What follows belongs to an exercise in optimizing a design on an open flow for small area and a short achievable clock period; a production flow would make more cautious choices.
The RTL was checked by simulation tests, not by an equivalence proof against the original design.

build 14:
==> flow/design.v (excerpt) <==
module ParzenWindow_NP (
    input  logic        clk_i,
    input  logic        rst_i,
    input  logic [9:0]  tri_i,
    output logic [25:0] win_o
);
Size in the first run: roughly 870 cells after synthesis, roughly 43 flip-flops, roughly 38 I/O pins, roughly 8500 sq um of cells after synthesis.
Settings: LEC_CHECK=0, CAP_MARGIN=60, CORE_MARGIN=2, CORE_UTILIZATION=60, CTS_BUF_LIST=sky130_fd_sc_hd__clkbuf_4 sky130_fd_sc_hd__clkbuf_8, SLEW_MARGIN=60, SYNTH_HIERARCHICAL=1, SYNTH_MINIMUM_KEEP_SIZE=0, SETUP_SLACK_MARGIN=6.75, BUFFER_PORTS_ARGS=-buffer_cell sky130_fd_sc_hd__buf_2; clock period 16.0 ns.
standard.sh (not shown) runs the stock make flow with config.mk's settings and CLKGATE_MAP_FILE= SYNTH_SCRIPT=/design/flow/synth_recipe.tcl, a recipe that flattens the netlist after the stock synthesis.
==> flow/flow/run.sh <==
#!/bin/bash
# Layout flow: the standard flow (standard.sh, unchanged, including its
# synthesis) with two extra ORFS settings appended to the work copy of config.mk:
#  - a larger setup-slack target for OpenROAD's timing repair, so the resizer
#    keeps sizing/buffering critical paths past the default target;
set -euo pipefail
MARGIN=${PW_SETUP_MARGIN:-6.75}
{
  echo "export SETUP_SLACK_MARGIN = ${MARGIN}"
  echo "export BUFFER_PORTS_ARGS = -buffer_cell sky130_fd_sc_hd__buf_2"
} >> config.mk
bash standard.sh > flow_standard.log 2>&1
Having completed the whole flow, build 14 delivered a layout that passed the timing, design-rule and antenna checks.
Edits applied to the flow inputs when going from build 14 to build 53:
# build 14
export LEC_CHECK = 0
export CAP_MARGIN = 60
export CORE_MARGIN = 2
export CORE_UTILIZATION = 60
export CTS_BUF_LIST = sky130_fd_sc_hd__clkbuf_4 sky130_fd_sc_hd__clkbuf_8
export SLEW_MARGIN = 60
export SYNTH_HIERARCHICAL = 1
export SYNTH_MINIMUM_KEEP_SIZE = 0
export SETUP_SLACK_MARGIN = 6.75
export BUFFER_PORTS_ARGS = -buffer_cell sky130_fd_sc_hd__buf_2
create_clock -name core_clock -period 16.0 [get_ports {clk_i}]
# build 53
export LEC_CHECK = 0
export CAP_MARGIN = 60
export CORE_MARGIN = 2
export CORE_UTILIZATION = 60
export SLEW_MARGIN = 60
export SYNTH_HIERARCHICAL = 1
export SYNTH_MINIMUM_KEEP_SIZE = 0
export SETUP_SLACK_MARGIN = 6.25
export BUFFER_PORTS_ARGS = -buffer_cell sky130_fd_sc_hd__buf_2
create_clock -name core_clock -period 16.0 [get_ports {clk_i}]
--- a/flow/flow/run.sh
+++ b/flow/flow/run.sh
@@ -7 +7 @@
-MARGIN=${PW_SETUP_MARGIN:-6.75}
+MARGIN=${PW_SETUP_MARGIN:-6.25}
[summary]
Delta (build 53 minus build 14): total global-route track usage closely matched the old numbers, sequential cell count of the final layout closely matched the old numbers, via count decreased by 1.1% relative to the old numbers, wire length decreased by 3.0% relative to the old numbers, worst hold slack increased by 0.0060 ns relative to the old numbers.
Summary — first-pass GRT wire length, build 53 relative to build 14: lower, by 1.2%.
Worst setup slack in build 53 is 0.39 ns below build 14.
Build 53 against build 14: pre-CTS setup slack lower; maximum cell stage delay along the critical path has decreased.
The maximum clock frequency of build 53 is lower than that of build 14.
For build 51, these inputs were changed with respect to build 53:
# build 53
export LEC_CHECK = 0
export CAP_MARGIN = 60
export CORE_MARGIN = 2
export CORE_UTILIZATION = 60
export SLEW_MARGIN = 60
export SYNTH_HIERARCHICAL = 1
export SYNTH_MINIMUM_KEEP_SIZE = 0
export SETUP_SLACK_MARGIN = 6.25
export BUFFER_PORTS_ARGS = -buffer_cell sky130_fd_sc_hd__buf_2
create_clock -name core_clock -period 16.0 [get_ports {clk_i}]
# build 51
export LEC_CHECK = 0
export ABC_AREA = 1
export CAP_MARGIN = 60
export CORE_MARGIN = 2
export CORE_UTILIZATION = 60
export CTS_BUF_LIST = sky130_fd_sc_hd__clkbuf_8
export SLEW_MARGIN = 60
export SYNTH_HIERARCHICAL = 1
export SYNTH_MINIMUM_KEEP_SIZE = 0
export SETUP_SLACK_MARGIN = 7
export BUFFER_PORTS_ARGS = -buffer_cell sky130_fd_sc_hd__buf_2
create_clock -name core_clock -period 16.0 [get_ports {clk_i}]
--- a/flow/flow/run.sh
+++ b/flow/flow/run.sh
@@ -7 +7 @@
-MARGIN=${PW_SETUP_MARGIN:-6.25}
+MARGIN=${PW_SETUP_MARGIN:-7}
Findings:
Total congestion overflow across build 53 and build 51: no real change. Comparing build 51 against build 53, there is no change at all in setup TNS after final layout. Clock-buffer cell count, build 53 and build 51, lower one = build 51. Build 51 — global-route usage 1.0 points lower, build 53 as reference. Final area, build 53 and build 51: smaller value in build 53. Looking at met2 capacity usage during global routing, build 51 sits below build 53. Build 51: worst setup slack is 0.60 ns higher than what build 53 reported. Delta (build 51 minus build 53): number of tapcells saw an increase.
[inputs] build 54 vs build 51
# build 51
export LEC_CHECK = 0
export ABC_AREA = 1
export CAP_MARGIN = 60
export CORE_MARGIN = 2
export CORE_UTILIZATION = 60
export CTS_BUF_LIST = sky130_fd_sc_hd__clkbuf_8
export SLEW_MARGIN = 60
export SYNTH_HIERARCHICAL = 1
export SYNTH_MINIMUM_KEEP_SIZE = 0
export SETUP_SLACK_MARGIN = 7
export BUFFER_PORTS_ARGS = -buffer_cell sky130_fd_sc_hd__buf_2
create_clock -name core_clock -period 16.0 [get_ports {clk_i}]
# build 54
export LEC_CHECK = 0
export CAP_MARGIN = 60
export CORE_MARGIN = 2
export CORE_UTILIZATION = 60
export CTS_BUF_LIST = sky130_fd_sc_hd__clkbuf_8
export SLEW_MARGIN = 60
export SYNTH_HIERARCHICAL = 1
export SYNTH_MINIMUM_KEEP_SIZE = 0
export SETUP_SLACK_MARGIN = 7
export BUFFER_PORTS_ARGS = -buffer_cell sky130_fd_sc_hd__buf_2
create_clock -name core_clock -period 16.0 [get_ports {clk_i}]
### Flow results
Area added between synthesis and finish (higher): build 54. Higher post-synthesis compound-gate area fraction goes to build 54 over build 51. Against build 51, wire length after detailed routing in build 54 rose by a little under 10%. Per the comparison of build 54 with build 51, total of plain and repair buffers excluding clock buffers shows an increase of 140%, final area shows an increase of 6.2%, count of buffer and inverter cells on the critical path shows a reduction of 3, largest net degree at the start of global routing shows an increase of 9.7%.

separate check: timing with driven ports:
The results above use ideal ports. As a check the final layouts listed here were re-extracted and re-timed, cells and wires unchanged. Step 1 sets driving cells, clkbuf_16 on the clock port and buf_2 on the other inputs (assumed; they add their load-dependent delay and slew). Step 2 also shifts input and output timing later by t, the mid clock arrival at the registers, as if the neighbouring blocks saw the same clock. a / b / c = no drivers / after step 1 / after step 2; a / b = the first two.
run | t (ns) | setup WS [ns] | worst setup path at the end
build 14 | 0.327 | 6.946 / 6.929 / 6.602 | input to register
build 53 | 0.326 | 6.554 / 6.568 / 6.242 | input to register
build 51 | 0.336 | 7.157 / 7.136 / 6.800 | input to register
build 54 | 0.328 | 6.909 / 6.844 / 6.517 | input to register
After both steps every run listed still meets setup and hold. The setup slack of build 54, which loses most, moves by -0.065 ns with the drivers and by -0.392 ns with both steps.
